Background: an optimization exercise with open tools, aiming at small area. Do not read the settings as production practice.
Function was checked by simulation only, so behaviour that the tests miss may differ from the original.
No activity file was given, so power comes from the tool's default toggle rates.

==> design/flow/design.v <==
`default_nettype none
module uart_down_counter(
        input clk,
        input rst,
        input effective,
        output ready
);
localparam bauds_per_clock = 104;
reg [$clog2(bauds_per_clock)-1:0] downcounter;
always @(posedge clk) begin
        if (rst) begin
                downcounter <= 0;
        end else if (effective) begin
                downcounter <= bauds_per_clock - 1;
        end else if (downcounter != 0) begin
                downcounter <= downcounter - 1;
        end
end
assign ready = (downcounter == 0);
endmodule
module uart_put(
        input clk,
        input rst,
        input [7:0] x,
        input effective,
        output uart,
        output ready
);
reg [3:0] state;
reg [7:0] chr;
assign ready = (state == 0);
wire [10:0] choice;
assign choice = {1'b1, chr, 2'b01};
wire counter_finish;
reg transit;
uart_down_counter counter(
        .clk(clk),
        .rst(rst),
        .effective(transit),
        .ready(counter_finish)
);
reg r_uart;
always @(posedge clk) begin
        if (rst) begin
                state <= 0;
                chr <= 0;
                transit <= 0;
                r_uart <= 1;
        end else if (effective & (state == 0)) begin
                state <= 1;
                chr <= x;
                transit <= 1;
                r_uart <= 1;
        end else if ((state != 0) & counter_finish & ~transit) begin
                if(state != 4'd11) begin
                        state <= state + 1;
                        transit <= 1;
                        r_uart <= choice[state];
                end else begin
                        state <= 0;
                        r_uart <= 1;
                end
        end else begin
                transit <= 0;
        end
end
assign uart = r_uart;
endmodule
module ffmul(
        input clk,
        input rst,
        input [63:0] x,
        input [63:0] y,
        input [63:0] pol,
        input effective,
        output [63:0] result,
        output ready
);
reg [63:0] rx;
reg [63:0] ry;
reg [63:0] rpol;
assign ready = (rx == 0);
reg [63:0] rresult;
assign result = rresult;
always @(posedge clk) begin
        if (rst) begin
                rx <= 0;
                ry <= 0;
                rpol <= 0;
                rresult <= 0;
        end else if (effective) begin
                rx <= x;
                ry <= y;
                rpol <= pol;
                rresult <= 0;
        end else if (rx != 0) begin
                if (rx[0]) begin
                        rresult <= rresult ^ ry;
                end
                rx <= rx[63:1];
                if (ry[63]) begin
                        ry <= {ry[62:0],1'b0} ^ rpol;
                end else begin
                        ry <= {ry[62:0],1'b0};
                end
        end
end
endmodule
module flagteller(
        input uart,
        input clk_12,
        input rst,
        output uart2
);
reg [7:0] my_memory [0:95];
initial begin
        $readmemh("flagteller_rom.hex", my_memory);
end
wire [63:0] target1;
wire [63:0] target2;
assign target1 = {my_memory[87],my_memory[86],my_memory[85],my_memory[84],my_memory[83],my_memory[82],my_memory[81],my_memory[80]};
assign target2 = {my_memory[95],my_memory[94],my_memory[93],my_memory[92],my_memory[91],my_memory[90],my_memory[89],my_memory[88]};
localparam bauds_per_clock = 104;
reg [31:0] state;
wire downcounter_start;
reg [$clog2(bauds_per_clock)-1:0] downcounter;
reg [3:0] bitn;
always @(posedge clk_12) begin
        if (rst) begin
                bitn <= 0;
                state <= 32'd0;
        end else begin
                case (state)
                        32'd0: begin
                                if (uart == 0) begin
                                        state <= 32'd1;
                                end
                        end
                        32'd1: begin
                                if (downcounter == 0) begin
                                        state <= 32'd2;
                                        bitn <= 7;
                                end
                        end
                        32'd2: begin
                                if (downcounter == 0) begin
                                        if (bitn == 0) begin
                                                state <= 32'd3;
                                        end else begin
                                                bitn <= bitn - 1;
                                        end
                                end
                        end
                        32'd3: begin
                                if (downcounter == 0) begin
                                        state <= 32'd0;
                                end
                        end
                endcase
        end
end
assign downcounter_start =      (state == 32'd0 && uart == 0) ? 1 : 
                                (state == 32'd1 && downcounter == 0) ? 1 :
                                (state == 32'd2 && downcounter == 0) ? 1 : 0;
always @(posedge clk_12) begin
        if (rst) begin
                downcounter <= 0;
        end else begin
                if (downcounter_start) begin
                        downcounter <= bauds_per_clock - 1;
                end else begin
                        if (downcounter != 0) begin
                                downcounter <= downcounter - 1;
                        end
                end
        end
end
wire sample_bit = (state == 32'd2 && downcounter == bauds_per_clock / 2);
reg [7:0] cur_byte;
always @(posedge clk_12) begin
        if (sample_bit) begin
                cur_byte[7-bitn] <= uart;
        end
end
wire byte_strobe = (state == 32'd3 && downcounter == bauds_per_clock / 2);
reg unlock_flag;
reg locked;
reg [3:0] char_counter;
reg [127:0] char_buf;
integer i;
always @(posedge clk_12) begin
        if (rst) begin
                char_counter <= 0;
                locked <= 0;
                char_buf <= 0;
        end else begin
                if (byte_strobe & ~locked) begin
                        if(char_counter == 4'd15) begin
                                locked <= 1;
                        end
                        char_counter <= char_counter + 1;
                        char_buf[char_counter*8 +: 8] <= cur_byte ^ 8'd42;
                end else if (locked & unlock_flag) begin
                        locked <= 0;
                end
        end
end
reg [3:0] stage;
always @(posedge clk_12) begin
        if (rst) begin
                stage <= 0;
        end else if (stage == 0) begin
                if (locked) begin
                        stage <= 1;
                end
        end else if (stage == 1) begin
                stage <= 2;
        end else if (stage == 2) begin
                if(ready1 & ready2)
                        stage <= 3;
        end else if (stage == 3) begin
                stage <= 4;
        end else if (stage == 4) begin
                if(ready1 & ready2 & ready3) begin
                        stage <= 5;
                end
        end else if (stage == 5) begin
                if((result1 == target1)
                &  (result2 == target2)) begin
                        stage <= 6;
                end else begin
                        stage <= 7;
                end
        end else if ((stage == 6)|(stage == 7)) begin
                stage <= 8;
        end else if (stage == 8) begin
                if(unlock_flag)
                        stage <= 0;
        end
end
wire ready1;
wire [63:0] result1;
wire ready2;
wire [63:0] result2;
wire ready3;
wire [63:0] result3;
reg [7:0] start_off;
reg [7:0] end_off;
reg sending;
reg [7:0] chr;
reg send_signal;
wire send_finish;
reg [63:0] enc_key;
reg enc_key_gen;
reg align_bound;
always @(posedge clk_12) begin
        if (rst) begin
                start_off <= 0;
                end_off <= 0;
                sending <= 0;
                chr <= 0;
                send_signal <= 0;
                unlock_flag <= 0;
                align_bound <= 0;
        end else if (~sending&((stage == 6)|(stage == 7))) begin
                sending <= 1;
                send_signal <= 0;
                if (stage == 6) begin
                        start_off <= 0;
                        end_off <= 8'h40;
                end else if (stage == 7) begin
                        start_off <= 8'h40;
                        end_off <= 8'h50;
                end
                align_bound <= 0;
        end else if (sending & send_finish) begin
                if (start_off == end_off) begin
                        send_signal <= 0;
                        sending <= 0;
                        unlock_flag <= 1;
                        start_off <= 0;
                        end_off <= 0;
                        chr <= 0;
                        align_bound <= 0;
                end else if (send_signal == 0) begin
                        send_signal <= 1;
                        chr <= enc_key[(start_off&7)*8 +: 8]^my_memory[start_off];
                        start_off <= start_off + 1;
                        if ((start_off&7) == 7) begin
                                align_bound <= 1;
                        end else begin
                                align_bound <= 0;
                        end
                end else begin
                        align_bound <= 0;
                end
        end else if (unlock_flag) begin
                unlock_flag <= 0;
        end else begin
                send_signal <= 0;
        end
end
reg last_ready3;
always @(posedge clk_12) begin
        if (rst) begin
                enc_key <= 0;
                enc_key_gen <= 0;
        end else if(stage == 1) begin
                enc_key_gen <= 1;
                enc_key <= char_buf[127:64]+char_buf[63:0];
        end else if(stage == 7) begin
                enc_key <= 64'hc456a1adda0b49cf;
        end else if(align_bound) begin
                enc_key_gen <= 1;
        end else begin
                enc_key_gen <= 0;
                if (ready3 & ~last_ready3) begin
                        enc_key <= result3;
                end
        end
        last_ready3 <= ready3;
end
ffmul ff1(
        .clk(clk_12),
        .rst(rst),
        .x((char_buf[63:0]&{64{stage==1}})|
                (result2&{64{stage==3}})),
        .y(64'h12345678deadc32f),
        .pol(64'h30410c084000aa3),
        .effective((stage==1)|(stage==3)),
        .result(result1),
        .ready(ready1)
);
ffmul ff2(
        .clk(clk_12),
        .rst(rst),
        .x((char_buf[127:64]&{64{stage==1}})|
                (result1&{64{stage==3}})),
        .y(64'h113355770044baef),
        .pol(64'h283),
        .effective((stage==1)|(stage==3)),
        .result(result2),
        .ready(ready2)
);
ffmul ff3(
        .clk(clk_12),
        .rst(rst),
        .x(enc_key),
        .y(64'hceba1234deaf2019),
        .pol(64'h80000000001005),
        .effective(enc_key_gen),
        .result(result3),
        .ready(ready3)
);
uart_put putter(
        .clk(clk_12),
        .rst(rst),
        .x(chr),
        .effective(send_signal),
        .uart(uart2),
        .ready(send_finish)
);
endmodule
==> design/flow/flagteller_rom.hex <==
66
6c
61
67
7b
67
66
32
5f
36
34
5f
6d
75
6c
5f
6f
76
65
72
5f
75
61
72
74
5f
69
73
5f
73
74
69
6c
6c
5f
6a
75
73
74
5f
78
6f
72
5f
61
6e
64
5f
73
68
69
66
74
5f
30
31
32
33
34
35
36
7d
21
21
57
72
6f
6e
67
20
70
61
73
73
77
6f
72
64
21
0a
30
2b
d2
48
a0
43
9b
73
2d
a9
fb
d7
cb
e8
4f
be
==> design/flow/run.sh <==
#!/bin/bash
# synth_recipe.tcl (not shown) runs the flow's synth.tcl, then flattens the netlist and writes it again
# the make line also repeats each setting of config.mk as NAME=value (left out here)
make -C /OpenROAD-flow-scripts/flow DESIGN_CONFIG=/design/flow/config.mk WORK_HOME=/design/flow/orfs CLKGATE_MAP_FILE= SYNTH_SCRIPT=/design/flow/synth_recipe.tcl finish
==> design/flow/config.mk <==
export PLATFORM = sky130hd
export DESIGN_NAME = flagteller
export DESIGN_NICKNAME = flagteller
export VERILOG_FILES = /design/flow/design.v
export SDC_FILE = /design/flow/constraint.sdc
export NUM_CORES = 4
export LEC_CHECK = 0
export CAP_MARGIN = 20
export CORE_MARGIN = 2
export CORE_UTILIZATION = 40
export PLACE_DENSITY = 0.6
export SLEW_MARGIN = 20
==> design/flow/constraint.sdc <==
create_clock -name core_clock -period 5.0 [get_ports {clk_12}]
set_input_delay 1.0000 -clock core_clock [delete_from_list [all_inputs] [get_ports {clk_12}]]
set_output_delay 1.0000 -clock core_clock [all_outputs]
set_load 0.01 [all_outputs]
==> summary.txt <==
-- synthesized netlist by cell type, types with 46 or more instances --
| master | count | share of area [%] |
|---|---|---|
| nor2_1 | 784 | 7.5 |
| o21ai_0 | 89 | 1.1 |
| xor2_1 | 227 | 5.0 |
| clkbuf_1 | 233 | 2.2 |
| ha_1 | 98 | 3.1 |
| inv_1 | 50 | 0.48 |
| mux2i_1 | 475 | 12 |
| a21oi_1 | 291 | 3.7 |
| nor4_1 | 70 | 1.1 |
| nand3_1 | 46 | 0.58 |
| a21o_1 | 50 | 0.95 |
| xnor2_1 | 59 | 1.3 |
| nor3_1 | 65 | 0.82 |
| nand2_1 | 402 | 3.8 |
| dfxtp_1 | 845 | 43 |
| a211oi_1 | 174 | 3.3 |
-- area by class of cell --
type	count	area, um2	share of cell area (%)
clock buffer	136	2710	6.27
clock inverter	23	248	0.572
multi-input combinational	3222	20900	48.4
tap	1287	1610	3.72
sequential	853	17200	39.7
timing repair buffer	43	410	0.948
inverter	55	206	0.477
-- through the flow --
step                worst slack (ns)  cells  power, uW  hold WS (ns)  util, %
finish                          1.09   5619      15100         0.455     44.2
global route                   0.840   5619      15600         0.481     44.2
CTS                             1.19   5619      15200         0.457     44.2
detailed placement              1.01   5460       8460         0.449     41.2
global placement               0.931   5460       8440         0.446     41.1
floorplan                       1.44   4441       8160         0.432        -
-- registers in the layout, summed over array words and instances (netlist names), 64 cells and up, named ones only --
name,count
char_buf,128
ff2.rresult,64
enc_key,64
ff2.rx,64
ff1.rx,64
ff1.rresult,64
ff3.ry,64
ff2.ry,64
ff1.ry,64
ff3.rx,64
ff3.rresult,64
-- power groups by stage --
stage	sequential, uW	combinational (uW)	clock (uW)
6_report	7130	1180	6750
5_1_grt	7150	1310	7130
4_1_cts	7130	1180	6870
3_5_place_dp	7280	1180	0
3_3_place_gp	7280	1160	0
2_1_floorplan	7200	960	0
-- per-layer routing --
layer  share of wire [%]  vias up
met5                   0        -
met4                 4.0        0
met3                 4.7      194
met2                  44      820
met1                  47    14900
li1                    -    15200
-- worst paths after layout --
check | start | endpoint | slack [ns] | cells past startpoint
min reg2reg | putter.chr[6] | putter.chr[6] | 0.45 | 2
min | putter.chr[6] | putter.chr[6] | 0.45 | 2
max reg2reg | putter.state[0] | flop | 1.09 | 14
max | putter.state[0] | flop | 1.09 | 14
-- cells in the final DEF, fill, tap and decap left out, drive strengths merged, types with 12 or more instances in the layout --
master,count
dfxtp,845
nor2,785
mux2i,475
nand2,403
a21oi,293
xor2,227
a211oi,174
clkbuf,136
ha,98
o21ai,98
nor4,71
nor3,65
xnor2,59
inv,59
a21o,50
nand3,46
nand4,43
buf,41
a221oi,23
o211ai,21
a22oi,19
o21bai,19
mux4,18
nand2b,15
and3,15
clkinv,15
and2,14
a31oi,13
a311oi,13
nor4b,12
-- logic make-up after synthesis --
logic type,Yosys count
xor gates and xnor gates,286
muxes,502
adders and majority gates,99
DFF,853
AOI/OAI and AO/OA,801
and+or+nand+nor,1534
buffers and inverters,366
-- tightest hold or removal path, stage by stage, from the launching register on --
cell     delay (ns)
dfxtp_1        0.30
nand2_1        0.05
a21oi_1        0.05
==> summary.txt <==
* Status: timing/DRC/antenna clean
* Setup TNS at 0 ns
* Cells after synthesis at 4,441
* Clk pwr share at 44.8%
* PD cells at 348 nW/um2
* Min Tclk post-route at 3.91 ns
* CP endpoint kind: flop
* Clock Latency Late Sink at 0.69 ns
* Crit path largest cell delay at 0.44 ns
* Total GRT Usage at 22.6%
* DIE AREA at 101,000 um2
* Gpl congestion at 0.928
* Setup bufs post-CTS at 0
* Net Sw Frac at 25.2%
* Post-synth EDFFs at 8
* Library cells used by synthesis at 87
* Core Area at 98,000 um2
* Io pins at 4
* Fmax at 256 MHz
* Initial Util at 40.2%
* Slew Viols, Final at 0
* Residual DRC at 0
* Adder-Cell Fraction of Synth Area at 3.16%
* Synthesis-stage register bit count at 853
* Initial antenna violation count at 1
* DPL Wire Length at 82,900 um
* Crit-path slowest cell: nand4bb_1
* Post-cts repair resize count at 0
* Clock sink count at 853
* Multiplexer area fraction after synthesis at 13.3%
* CP Cell Sequence: inv_1 > ha_1 > nand4bb_1 > nand2b_1 > nand3_1 > o21a_1 > buf_4 > inv_1 > buf_4 > nor2_1 > nor3_1 > nor4b_1 > nor4_1 > a21o_1
* N_diodes at 0
* Die X at 318 um
* Met3 Use GR at 2.71%
* Worst vdd ir at 0.000286 V
* FP Rows at 115
* Crit start category: flop
* Mapped cell area at 39,400 um2
* Tcrit/Tclk final at 78.1%
* Ys Warns at 4
* Routed vias/inst at 5.54
* CP bufs+invs at 4
* Critical Path Fanout Max at 21
* Layout cells sized above 1 at 5.75%
* Fin nets at 4,370
* Top delay family on crit path: simple AND/OR/NAND/NOR gates
* Ys async rst share at 0%
* Worst Skew at 0.0365 ns
* Leak at 0.0167 uW
* Vias in the first global route at 29.0k
* CTS buffer count at 93
* Simple-gate share of the synthesized area at 16.8%
* Worst Path Arrival at 4.48 ns
* DRT antenna net count at 0
* Drt wl/cell at 20.8 um
* Met1 Use GR at 31.9%
* Synth Area in XOR/XNOR at 6.35%
* Pre-antenna DRT Iters at 6
* Max-Cap Viols at 0
* Filler cell count at 9,569
* # H-tree levels at 3
* Seq pwr share at 47.4%
* Avg Cell Area, Syn at 8.88 um2
* Logic pwr share at 7.8%
* Hold-fix buffers at CTS at 0
* Largest net degree at the start of global routing at 221
* DRT iter0 DRCs at 3,000
* Tightest Pin Transition at 1.12 ns
* Met2 Track Usage GR at 35.4%
* Internal power at 11,300 uW
* RSZ-0062 raised after global routing: false
* Critical Path RT at 5.57 ns
* Sequential-to-total area share from yosys stat at 43.5%
* DR vias at 31.1k
* Final hold violations at 0
* Port buffer count at 3
* # setup viols final at 0
* Syn Nets at 4,543
* First-pass GRT wire length at 180,000 um
* Clk buf depth at 3
* CTS tree: built
* Die H at 318 um
* Root Driver: clkbuf_16
* Synth Flop Type: dfxtp_1
* Final wirelength at 117,000 um
* Compound-Gate Fraction of Synth Area at 13.2%
* Final instance area at 43,300 um2
* Placed inst area at 40,300 um2
* Largest family of logic cells by synthesized area: simple AND/OR/NAND/NOR gates
* Layout area overhead at 9.77%
* GR peak layer: met2
* Clk slew on worst S/H paths at 0.06 ns
* Grt ovf at 0
* Min-delay worst type: reg -> reg
* Critical path class: reg -> reg
* NetSw at 3790 uW
* Slew margin rel. at 25.3%

-- port drivers added, routing unchanged --
In the flow no input, the clock included, has a driving cell. The finished layout below was timed again as built, in two steps. Step 1 (the two cells are an assumption about what drives the block):
set clk [get_ports {clk_12}]
set_driving_cell -lib_cell sky130_fd_sc_hd__clkbuf_16 $clk
set_driving_cell -lib_cell sky130_fd_sc_hd__buf_2 [delete_from_list [all_inputs] $clk]
Step 2 adds t to the input delays and takes it off the output delays; t is the mean of the earliest and latest rising clock arrival at the registers after step 1. Input paths then give back, and output paths get back, about the clock's delay inside the block. Slacks: no drivers / after step 1 / after step 2; pairs: no drivers / after step 1.
t, ns: 0.738
slack for setup (ns): 1.095 / 1.095 / 0.924
cell pins on the clock port's net: 1
After both steps setup and hold are still met in this run. For this run, drivers alone change the setup slack by 0.000 ns; drivers and shift together by -0.171 ns.
